Source: an optimization exercise on an open RTL-to-GDS flow (aim: small area). Production flows keep margins and buffers that such runs may drop.
In this exercise RTL edits were held to simulation tests only and were not proved equivalent to the original.

==> 02-09: inputs <==
==> flow/design.v <==
module change_heat(
	input clk,
	input rst,  
	input button1,  
	input button2,  
	input toggle_oven,
	input toggle_time_temp,
	input toggle_set,
	output reg [6:0] hex3,
	output reg [6:0] hex2,
	output reg [6:0] hex1,
	output reg [6:0] hex0,
	output reg temp_reached,
	output reg timer_reached);
	reg [2:0] c8;
	reg [5:0] c63, c51;
	reg [7:0] c251;
	wire p1 = c8[1:0] == 2'd1;
	wire w51 = c51 == 6'd19;
	wire w251 = c251 == 8'd216;
	wire button_tick = p1 && w51;
	wire heat_tick   = p1 && w251;
	wire timer_tick  = c8 == 3'd3 && c63 == 6'd32;
	always @(posedge clk) begin
		if (rst) begin
			c8 <= 0; c63 <= 0; c51 <= 0; c251 <= 0;
		end else begin
			c8 <= c8 + 1'b1;
			c63 <= {c63[4:0], ~(c63[5] ^ c63[4])};
			c51 <= w51 ? 6'd0 : {c51[4:0], ~(c51[5] ^ c51[4])};
			c251 <= w251 ? 8'd0 : {c251[6:0], ~(c251[7] ^ c251[5] ^ c251[4] ^ c251[3])};
		end
	end
	reg [3:0] e;
	reg [2:0] mt;
	reg [3:0] mo;
	wire set_time = button_tick && toggle_oven && !toggle_time_temp && !toggle_set;
	wire set_temp = button_tick && toggle_oven && toggle_time_temp && !toggle_set;
	wire s_up = set_time && !button1;
	wire s_dn = set_time && button1 && !button2;
	reg [3:0] e_up, e_dn;
	reg m_up, m_dn;
	always @(*) begin
		m_up = 0; m_dn = 0;
		case (e)
			4'd11: begin e_up = 4'd13; m_up = 1; end
			4'd12: begin e_up = 4'd0; m_up = 1; end
			4'd13: e_up = 4'd1;
			4'd14: begin e_up = 4'd0; m_up = 1; end
			4'd15: begin e_up = 4'd13; m_up = 1; end
			default: e_up = e + 1'b1;
		endcase
		case (e)
			4'd0: begin e_dn = 4'd12; m_dn = 1; end
			4'd12: e_dn = 4'd11;
			4'd13: begin e_dn = 4'd15; m_dn = 1; end
			4'd14: e_dn = 4'd11;
			4'd15: e_dn = 4'd11;
			default: e_dn = e - 1'b1;
		endcase
	end
	wire sp = e[3] && e[2];
	wire [3:0] d = sp ? {e[0], 1'b0, e[0], e[0]} : e;
	always @(posedge clk) begin
		if (rst) begin
			e <= 0; mt <= 0; mo <= 0;
		end else begin
			if (s_up) e <= e_up;
			else if (s_dn) e <= e_dn;
			if (s_up && m_up) begin
				if (mt == 3'd6 && mo == 4'd3) begin mt <= 0; mo <= 0; end
				else if (mo == 4'd9) begin mo <= 0; mt <= mt + 1'b1; end
				else mo <= mo + 1'b1;
			end else if (s_dn && m_dn) begin
				if (mt == 3'd0 && mo == 4'd0) begin mt <= 3'd6; mo <= 4'd3; end
				else if (mo == 4'd0) begin mo <= 4'd9; mt <= mt - 1'b1; end
				else mo <= mo - 1'b1;
			end
		end
	end
	reg [3:0] gh, gt; reg gb; reg [2:0] gr;  
	reg [3:0] uh, ut; reg ub; reg [2:0] ur;  
	always @(posedge clk) begin
		if (rst) begin
			gh <= 4'd3; gt <= 4'd0; gb <= 0; gr <= 0;
		end else if (set_temp) begin
			if (!button1) begin  
				if (gh == 4'd10 && (gt == 4'd2 || (gt == 4'd1 && gb && gr == 3'd4))) begin
					gh <= 0; gt <= 0; gb <= 0; gr <= gb ? 3'd0 : gr + 1'b1;
				end else begin
					gb <= !gb;
					if (gb) begin
						if (gt == 4'd9) begin gt <= 0; gh <= gh + 1'b1; end
						else gt <= gt + 1'b1;
					end
				end
			end else if (!button2) begin  
				if (gh == 4'd0 && gt == 4'd0 && !gb) begin
					gh <= 4'd10;
					if (gr == 3'd0) begin gt <= 4'd1; gb <= 1; gr <= 3'd4; end
					else begin gt <= 4'd2; gr <= gr - 1'b1; end
				end else begin
					gb <= !gb;
					if (!gb) begin
						if (gt == 4'd0) begin gt <= 4'd9; gh <= gh - 1'b1; end
						else gt <= gt - 1'b1;
					end
				end
			end
		end
	end
	wire heat_val = {uh, ut, ub, ur} < {gh, gt, gb, gr};
	wire ur0 = ur == 3'd0;
	always @(posedge clk) begin
		if (rst) begin
			uh <= 4'd0; ut <= 4'd6; ub <= 0; ur <= 0;
		end else if (heat_tick) begin
			if (heat_val) begin  
				if (uh == 4'd10 && ut == 4'd2) begin uh <= 0; ut <= 0; end
				else begin
					ur <= ur0 ? 3'd4 : ur - 1'b1;
					ub <= ub ^ !ur0;
					if (!ur0 && ub) begin
						if (ut == 4'd9) begin ut <= 0; uh <= uh + 1'b1; end
						else ut <= ut + 1'b1;
					end
				end
			end else begin  
				if (uh == 4'd0 && ut == 4'd0 && !ub && ur0) begin
					uh <= 4'd10; ut <= 4'd2; ub <= 0; ur <= 3'd3;
				end else begin
					ur <= ur0 ? 3'd4 : ur - 1'b1;
					ub <= ub ^ ur0;
					if (ur0 && !ub) begin
						if (ut == 4'd0) begin ut <= 4'd9; uh <= uh - 1'b1; end
						else ut <= ut - 1'b1;
					end
				end
			end
		end
	end
	wire uo0 = !ub && ur == 3'd0, uo9 = ub && ur == 3'd4;
	wire go0 = !gb && gr == 3'd0, go9 = gb && gr == 3'd4;
	wire o_eq = ub == gb && ur == gr;
	wire o_up = (ub == gb && ur == gr + 3'd1) || (!gb && gr == 3'd4 && ub && ur == 3'd0);
	wire o_gp = (ub == gb && gr == ur + 3'd1) || (!ub && ur == 3'd4 && gb && gr == 3'd0);
	wire eh = uh == gh, et = ut == gt;
	wire near = (eh && et && (o_eq || o_up || o_gp)) ||
		(eh && ut == gt + 4'd1 && uo0 && go9) ||
		(eh && gt == ut + 4'd1 && go0 && uo9) ||
		(uh == gh + 4'd1 && ut == 4'd0 && uo0 && gt == 4'd9 && go9) ||
		(gh == uh + 4'd1 && gt == 4'd0 && go0 && ut == 4'd9 && uo9);
	wire goal_ge2 = (gh != 0) || (gt != 0) || gb || (gr >= 3'd2);
	reg n0b; reg [2:0] n0r; reg [2:0] n1; reg [3:0] n2; reg [2:0] n3;
	reg c0b; reg [2:0] c0r; reg [2:0] c1; reg [3:0] c2; reg [2:0] c3;
	wire [2:0] num1 = d[3:1];
	wire n0z = !n0b && n0r == 3'd0;
	wire n_zero = n0z && (n1 == 0) && (n2 == 0) && (n3 == 0);
	wire c09 = c0b && c0r == 3'd4;
	always @(posedge clk) begin
		if (rst) begin
			timer_reached <= 0;
			n0b <= 0; n0r <= 0; n1 <= 0; n2 <= 0; n3 <= 0;
			c0b <= 0; c0r <= 0; c1 <= 0; c2 <= 0; c3 <= 0;
		end else if (timer_tick) begin
			if (toggle_oven) begin
				if (!toggle_set) begin
					n0b <= d[0]; n0r <= 0; n1 <= num1; n2 <= mo; n3 <= mt;
				end else if (n_zero) begin
					timer_reached <= 1;
				end else begin
					timer_reached <= 0;
					n0r <= (n0r == 3'd0) ? 3'd4 : n0r - 1'b1;
					if (n0r == 3'd0) n0b <= !n0b;
					if (n0z) begin
						if (n1 != 0) n1 <= n1 - 1'b1;
						else begin
							n1 <= 3'd5;
							if (n2 != 0) n2 <= n2 - 1'b1;
							else begin
								n2 <= 4'd9;
								n3 <= n3 - 1'b1;
							end
						end
					end
				end
			end else begin
				c0r <= (c0r == 3'd4) ? 3'd0 : c0r + 1'b1;
				if (c0r == 3'd4) c0b <= !c0b;
				if (c09) begin
					if (c1 >= 3'd5) begin
						c1 <= 0;
						if (c2 >= 4'd9) begin
							c2 <= 0;
							c3 <= (c3 >= 3'd5) ? 3'd0 : c3 + 1'b1;
						end else c2 <= c2 + 1'b1;
					end else c1 <= c1 + 1'b1;
				end
			end
		end
	end
	reg [3:0] h3, h2, h1;
	reg h0b; reg [2:0] h0r;
	always @(*) begin
		if (!toggle_oven) begin
			h3 = {1'b0, c3}; h2 = c2; h1 = {1'b0, c1}; h0b = c0b; h0r = c0r;
		end else if (toggle_time_temp) begin
			h3 = 4'd11;
			if (toggle_set) begin h2 = uh; h1 = ut; h0b = ub; h0r = ur; end
			else begin h2 = gh; h1 = gt; h0b = gb; h0r = gr; end
		end else if (!toggle_set) begin
			h3 = {1'b0, mt}; h2 = mo; h1 = {1'b0, num1}; h0b = d[0]; h0r = 3'd0;
		end else begin
			h3 = {1'b0, n3}; h2 = n2; h1 = {1'b0, n1}; h0b = n0b; h0r = n0r;
		end
		temp_reached = toggle_oven && goal_ge2 && near;
	end
	function [6:0] seg(input [3:0] v);
		case (v)
			4'd0: seg = 7'b1000000;
			4'd1: seg = 7'b1111001;
			4'd2: seg = 7'b0100100;
			4'd3: seg = 7'b0110000;
			4'd4: seg = 7'b0011001;
			4'd5: seg = 7'b0010010;
			4'd6: seg = 7'b0000010;
			4'd7: seg = 7'b1111000;
			4'd8: seg = 7'b0000000;
			4'd9: seg = 7'b0010000;
			default: seg = 7'b1111111;
		endcase
	endfunction
	function [6:0] seg5(input b, input [2:0] r);
		case ({b, r})
			4'd0: seg5 = 7'b1000000;
			4'd1: seg5 = 7'b1111001;
			4'd2: seg5 = 7'b0100100;
			4'd3: seg5 = 7'b0110000;
			4'd4: seg5 = 7'b0011001;
			4'd8: seg5 = 7'b0010010;
			4'd9: seg5 = 7'b0000010;
			4'd10: seg5 = 7'b1111000;
			4'd11: seg5 = 7'b0000000;
			4'd12: seg5 = 7'b0010000;
			default: seg5 = 7'b1111111;
		endcase
	endfunction
	always @(*) begin
		hex3 = seg(h3); hex2 = seg(h2); hex1 = seg(h1); hex0 = seg5(h0b, h0r);
	end
endmodule
==> flow/flow/run.sh <==
#!/bin/bash
# Own flow: the standard synthesis, then the combinational logic re-mapped
# for area by ABC (flip-flops and their names untouched; several seeds, the
# smallest kept), then the standard layout steps with small port buffers
# and a clock tree of clkbuf_8 without dummy loads.
set -euo pipefail
R=$PWD/orfs/results/$FLOW_PLATFORM/change_heat/base
LIB=$FLOW_HOME/platforms/$FLOW_PLATFORM/lib/sky130_fd_sc_hd__tt_025C_1v80.lib
SEEDS=${SEEDS:-1 2 3 4}
DEEP_T=${DEEP_T:-90}
bash standard.sh $R/1_2_yosys.v > synth.log 2>&1
cp $R/1_2_yosys.v $PWD/standard_synth.v
for s in $SEEDS; do
  printf 'strash\n&get -n\n&deepsyn -T %s -S %s\n&put\namap\ntopo\n' $DEEP_T $s > area_$s.abc
  sed -e "s|LIBFILE|$LIB|g" -e "s|IN_NETLIST|$PWD/standard_synth.v|" \
      -e "s|OUT_NETLIST|$PWD/reopt_$s.v|" -e "s|ABCSCRIPT|$PWD/area_$s.abc|" \
      flow/reopt.ys > reopt_$s.ys
  ( yosys -s reopt_$s.ys > reopt_$s.log 2>&1
    yosys -p "read_liberty -lib $LIB; read_verilog $PWD/reopt_$s.v; hierarchy -top $FLOW_TOP; tee -o $PWD/stat_$s.txt stat -liberty $LIB" > stat_$s.log 2>&1 ) &
done
wait
best=""; besta=""
for s in $SEEDS; do
  a=$(grep "Chip area" stat_$s.txt | head -1 | awk '{print $NF}')
  echo "seed $s area $a" >> reopt_choice.txt
  if [[ -n "$a" ]] && { [[ -z "$besta" ]] || python3 -c "import sys; sys.exit(0 if $a < $besta else 1)"; }; then best=$s; besta=$a; fi
done
echo "chosen seed $best area $besta" >> reopt_choice.txt
cp reopt_$best.v $R/1_2_yosys.v
CTS="${CTS:--sink_clustering_enable -repair_clock_nets -dont_use_dummy_load -buf_list sky130_fd_sc_hd__clkbuf_8}"
bash standard.sh "BUFFER_PORTS_ARGS=-buffer_cell sky130_fd_sc_hd__buf_1" "CTS_ARGS=$CTS" finish > layout.log 2>&1
==> flow/flow/reopt.ys <==
# Re-map the combinational logic of the standard synthesis netlist for area.
# The flip-flops (and their instance names) are kept as they are.
read_liberty -ignore_miss_func LIBFILE
read_verilog IN_NETLIST
hierarchy -top change_heat
setattr -mod -set keep_hierarchy 1 sky130_fd_sc_hd__df* sky130_fd_sc_hd__edf* sky130_fd_sc_hd__sdf* sky130_fd_sc_hd__dl*
flatten
delete t:$scopeinfo
select change_heat
opt_clean
opt -fast
abc -liberty LIBFILE -dont_use *lpflow* -dont_use *probe* -script ABCSCRIPT
opt_clean -purge
hilomap -singleton -hicell sky130_fd_sc_hd__conb_1 HI -locell sky130_fd_sc_hd__conb_1 LO
insbuf -buf sky130_fd_sc_hd__buf_4 A X
splitnets
opt_clean -purge
select -clear
blackbox sky130_fd_sc_hd__*
write_verilog -noattr -nohex -nodec -selected OUT_NETLIST
==> flow/standard.sh <==
#!/bin/bash
# synth_recipe.tcl (not shown) runs the flow's synth.tcl, then flattens the netlist and writes it again
# the make line also repeats each setting of config.mk as NAME=value (left out here)
make -C /OpenROAD-flow-scripts/flow DESIGN_CONFIG=/design/flow/config.mk WORK_HOME=/design/flow/orfs CLKGATE_MAP_FILE= SYNTH_SCRIPT=/design/flow/synth_recipe.tcl "${@:-finish}"
==> flow/config.mk <==
export PLATFORM = sky130hd
export DESIGN_NAME = change_heat
export DESIGN_NICKNAME = change_heat
export VERILOG_FILES = /design/flow/design.v
export SDC_FILE = /design/flow/constraint.sdc
export NUM_CORES = 4
export LEC_CHECK = 0
export CAP_MARGIN = 20
export CORE_MARGIN = 2
export CORE_UTILIZATION = 40
export SLEW_MARGIN = 20
==> flow/constraint.sdc <==
create_clock -name core_clock -period 16.0 [get_ports {clk}]
set_input_delay 3.2000 -clock core_clock [delete_from_list [all_inputs] [get_ports {clk}]]
set_output_delay 3.2000 -clock core_clock [all_outputs]
set_load 0.01 [all_outputs]
==> 11-18: changes against 02-09 <==
==> flow/design.v (replaced) <==
module change_heat(
	input clk,
	input rst,  
	input button1,  
	input button2,  
	input toggle_oven,
	input toggle_time_temp,
	input toggle_set,
	output reg [6:0] hex3,
	output reg [6:0] hex2,
	output reg [6:0] hex1,
	output reg [6:0] hex0,
	output reg temp_reached,
	output reg timer_reached);
	reg [2:0] c8;
	reg [5:0] c63, c51;
	reg [7:0] c251;
	wire p1 = c8[1:0] == 2'd1;
	wire w51 = c51 == 6'd19;
	wire w251 = c251 == 8'd216;
	wire button_tick = p1 && w51;
	wire heat_tick   = p1 && w251;
	wire timer_tick  = c8 == 3'd3 && c63 == 6'd32;
	always @(posedge clk) begin
		if (rst) begin
			c8 <= 0; c63 <= 0; c51 <= 0; c251 <= 0;
		end else begin
			c8 <= c8 + 1'b1;
			c63 <= {c63[4:0], ~(c63[5] ^ c63[4])};
			c51 <= w51 ? 6'd0 : {c51[4:0], ~(c51[5] ^ c51[4])};
			c251 <= w251 ? 8'd0 : {c251[6:0], ~(c251[7] ^ c251[5] ^ c251[4] ^ c251[3])};
		end
	end
	reg [3:0] e;
	reg [5:0] sm;
	wire set_time = button_tick && toggle_oven && !toggle_time_temp && !toggle_set;
	wire set_temp = button_tick && toggle_oven && toggle_time_temp && !toggle_set;
	wire s_up = set_time && !button1;
	wire s_dn = set_time && button1 && !button2;
	reg [3:0] e_up, e_dn;
	reg m_up, m_dn;
	always @(*) begin
		m_up = 0; m_dn = 0;
		case (e)
			4'd11: begin e_up = 4'd13; m_up = 1; end
			4'd12: begin e_up = 4'd0; m_up = 1; end
			4'd13: e_up = 4'd1;
			4'd14: begin e_up = 4'd0; m_up = 1; end
			4'd15: begin e_up = 4'd13; m_up = 1; end
			default: e_up = e + 1'b1;
		endcase
		case (e)
			4'd0: begin e_dn = 4'd12; m_dn = 1; end
			4'd12: e_dn = 4'd11;
			4'd13: begin e_dn = 4'd15; m_dn = 1; end
			4'd14: e_dn = 4'd11;
			4'd15: e_dn = 4'd11;
			default: e_dn = e - 1'b1;
		endcase
	end
	wire sp = e[3] && e[2];
	wire [3:0] d = sp ? {e[0], 1'b0, e[0], e[0]} : e;
	always @(posedge clk) begin
		if (rst) begin
			e <= 0; sm <= 0;
		end else begin
			if (s_up) e <= e_up;
			else if (s_dn) e <= e_dn;
			if (s_up && m_up) sm <= sm + 1'b1;
			else if (s_dn && m_dn) sm <= sm - 1'b1;
		end
	end
	reg [6:0] gq; reg gb; reg [2:0] gr;  
	reg [6:0] uq; reg ub; reg [2:0] ur;  
	always @(posedge clk) begin
		if (rst) begin
			gq <= 7'd30; gb <= 0; gr <= 0;
		end else if (set_temp) begin
			if (!button1) begin  
				if (gq == 7'd102 || (gq == 7'd101 && gb && gr == 3'd4)) begin
					gq <= 0; gb <= 0; gr <= gb ? 3'd0 : gr + 1'b1;
				end else begin
					gb <= !gb;
					if (gb) gq <= gq + 1'b1;
				end
			end else if (!button2) begin  
				if (gq == 7'd0 && !gb) begin
					if (gr == 3'd0) begin gq <= 7'd101; gb <= 1; gr <= 3'd4; end
					else begin gq <= 7'd102; gr <= gr - 1'b1; end
				end else begin
					gb <= !gb;
					if (!gb) gq <= gq - 1'b1;
				end
			end
		end
	end
	wire ur0 = ur == 3'd0;
	wire [7:0] dq = {1'b0, uq} - {1'b0, gq};
	wire q_eq = dq == 8'd0, q_up = dq == 8'd1, q_dn = dq == 8'hff;
	wire o_lt = {ub, ur} < {gb, gr};
	wire heat_val = dq[7] || (q_eq && o_lt);
	always @(posedge clk) begin
		if (rst) begin
			uq <= 7'd6; ub <= 0; ur <= 0;
		end else if (heat_tick) begin
			if (heat_val) begin  
				if (uq == 7'd102) uq <= 0;
				else begin
					ur <= ur0 ? 3'd4 : ur - 1'b1;
					ub <= ub ^ !ur0;
					if (!ur0 && ub) uq <= uq + 1'b1;
				end
			end else begin  
				if (uq == 7'd0 && !ub && ur0) begin
					uq <= 7'd102; ub <= 0; ur <= 3'd3;
				end else begin
					ur <= ur0 ? 3'd4 : ur - 1'b1;
					ub <= ub ^ ur0;
					if (ur0 && !ub) uq <= uq - 1'b1;
				end
			end
		end
	end
	wire uo0 = !ub && ur == 3'd0, uo9 = ub && ur == 3'd4;
	wire go0 = !gb && gr == 3'd0, go9 = gb && gr == 3'd4;
	wire o_eq = ub == gb && ur == gr;
	wire o_up = (ub == gb && ur == gr + 3'd1) || (!gb && gr == 3'd4 && ub && ur == 3'd0);
	wire o_gp = (ub == gb && gr == ur + 3'd1) || (!ub && ur == 3'd4 && gb && gr == 3'd0);
	wire near = (q_eq && (o_eq || o_up || o_gp)) || (q_up && uo0 && go9) || (q_dn && go0 && uo9);
	wire goal_ge2 = (gq != 0) || gb || (gr >= 3'd2);
	reg [5:0] nm; reg [2:0] n1; reg n0b; reg [2:0] n0r;
	reg [5:0] cm; reg [2:0] c1; reg c0b; reg [2:0] c0r;
	wire [2:0] num1 = d[3:1];
	wire n0z = !n0b && n0r == 3'd0;
	wire ns_zero = n0z && n1 == 3'd0;
	wire n_zero = ns_zero && nm == 6'd0;
	wire c09 = c0b && c0r == 3'd4;
	always @(posedge clk) begin
		if (rst) begin
			timer_reached <= 0;
			nm <= 0; n1 <= 0; n0b <= 0; n0r <= 0;
			cm <= 0; c1 <= 0; c0b <= 0; c0r <= 0;
		end else if (timer_tick) begin
			if (toggle_oven) begin
				if (!toggle_set) begin
					nm <= sm; n1 <= num1; n0b <= d[0]; n0r <= 0;
				end else if (n_zero) begin
					timer_reached <= 1;
				end else begin
					timer_reached <= 0;
					n0r <= (n0r == 3'd0) ? 3'd4 : n0r - 1'b1;
					if (n0r == 3'd0) n0b <= !n0b;
					if (n0z) n1 <= (n1 == 3'd0) ? 3'd5 : n1 - 1'b1;
					if (ns_zero) nm <= nm - 1'b1;
				end
			end else begin
				c0r <= (c0r == 3'd4) ? 3'd0 : c0r + 1'b1;
				if (c0r == 3'd4) c0b <= !c0b;
				if (c09) begin
					if (c1 >= 3'd5) begin
						c1 <= 0;
						cm <= (cm == 6'd59) ? 6'd0 : cm + 1'b1;
					end else c1 <= c1 + 1'b1;
				end
			end
		end
	end
	wire temp_mode = toggle_oven && toggle_time_temp;
	wire [5:0] mins = !toggle_oven ? cm : (!toggle_set ? sm : nm);
	wire [6:0] cv = !temp_mode ? {1'b0, mins} : (toggle_set ? uq : gq);
	wire [3:0] cv_hi = cv / 7'd10;
	wire [3:0] cv_lo = cv % 7'd10;
	reg [2:0] h1t; reg h0b; reg [2:0] h0r;
	always @(*) begin
		if (!toggle_oven) begin
			h1t = c1; h0b = c0b; h0r = c0r;
		end else if (toggle_time_temp) begin
			h1t = 3'd0;
			if (toggle_set) begin h0b = ub; h0r = ur; end
			else begin h0b = gb; h0r = gr; end
		end else if (!toggle_set) begin
			h1t = num1; h0b = d[0]; h0r = 3'd0;
		end else begin
			h1t = n1; h0b = n0b; h0r = n0r;
		end
		temp_reached = toggle_oven && goal_ge2 && near;
	end
	wire [2:0] h3 = temp_mode ? 3'd7 : cv_hi[2:0];
	wire [3:0] h2 = temp_mode ? cv_hi : cv_lo;
	wire [3:0] h1 = temp_mode ? cv_lo : {1'b0, h1t};
	function [6:0] seg3(input [2:0] v);
		case (v)
			3'd0: seg3 = 7'b1000000;
			3'd1: seg3 = 7'b1111001;
			3'd2: seg3 = 7'b0100100;
			3'd3: seg3 = 7'b0110000;
			3'd4: seg3 = 7'b0011001;
			3'd5: seg3 = 7'b0010010;
			3'd6: seg3 = 7'b0000010;
			default: seg3 = 7'b1111111;
		endcase
	endfunction
	function [6:0] seg(input [3:0] v);
		case (v)
			4'd0: seg = 7'b1000000;
			4'd1: seg = 7'b1111001;
			4'd2: seg = 7'b0100100;
			4'd3: seg = 7'b0110000;
			4'd4: seg = 7'b0011001;
			4'd5: seg = 7'b0010010;
			4'd6: seg = 7'b0000010;
			4'd7: seg = 7'b1111000;
			4'd8: seg = 7'b0000000;
			4'd9: seg = 7'b0010000;
			default: seg = 7'b1111111;
		endcase
	endfunction
	function [6:0] seg5(input b, input [2:0] r);
		case ({b, r})
			4'd0: seg5 = 7'b1000000;
			4'd1: seg5 = 7'b1111001;
			4'd2: seg5 = 7'b0100100;
			4'd3: seg5 = 7'b0110000;
			4'd4: seg5 = 7'b0011001;
			4'd8: seg5 = 7'b0010010;
			4'd9: seg5 = 7'b0000010;
			4'd10: seg5 = 7'b1111000;
			4'd11: seg5 = 7'b0000000;
			4'd12: seg5 = 7'b0010000;
			default: seg5 = 7'b1111111;
		endcase
	endfunction
	always @(*) begin
		hex3 = seg3(h3); hex2 = seg(h2); hex1 = seg(h1); hex0 = seg5(h0b, h0r);
	end
endmodule
==> flow_summary.yaml <==
status:
  status: "no timing/DRC/antenna violations"
finish:
  multi_input_area_um2: 2660
  clk_share: 0.02398
  final_cell_mix: "nor2_1 (141), clkinv_1 (109), dfxtp_1 (82), o21ai_0 (59), nand2_1 (41)"
  syn2layout_area_growth_pct: 9.525
  fin_nets: 736
detailed_routing:
  met2_length_um: 6298
timing:
  clock.fmax_mhz: 82.09
setup_path:
  path_max_fanout: 13
[end of results for 11-18]
==> flow_summary.yaml <==
finish:
  syn2layout_area_growth_pct: 9.704
  multi_input_area_um2: 2750
  nNonClkInverters: 123
detailed_routing:
  met2_length_um: 7127
synthesis:
  ys_warn_count: 1
placement:
  routabilityCongestion: 0.9330
timing:
  clock.fmax_mhz: 99.82
floorplan:
  ios: 37
  std_cell_rows: 40
  die_w_um: 115.3
status:
  status: "no timing/DRC/antenna violations"
[end of results for 02-09]

static timing again, ports no longer ideal:
The results above use ideal ports. As a check the final layouts listed here were re-extracted and re-timed, cells and wires unchanged. Step 1, drivers: a clkbuf_16 drives clk and a buf_2 each remaining input, both assumed. Step 2 times the ports against the registers' clock, not the clock port: input delays grow and output delays shrink by t, the midpoint of the rising clock arrivals with the driver on. Slacks: ideal / step 1 / step 2; pairs: ideal / step 1.
run	shift t [ns]	setup WS [ns]	worst register clock-pin slew, ns
02-09	0.406	5.982 / 5.947 / 5.947	0.10 / 0.10
11-18	0.397	3.818 / 3.796 / 3.796	0.09 / 0.09
After both steps every run listed still meets setup and hold. For 02-09, which loses most, drivers alone change the setup slack by -0.035 ns; drivers and shift together by -0.035 ns.
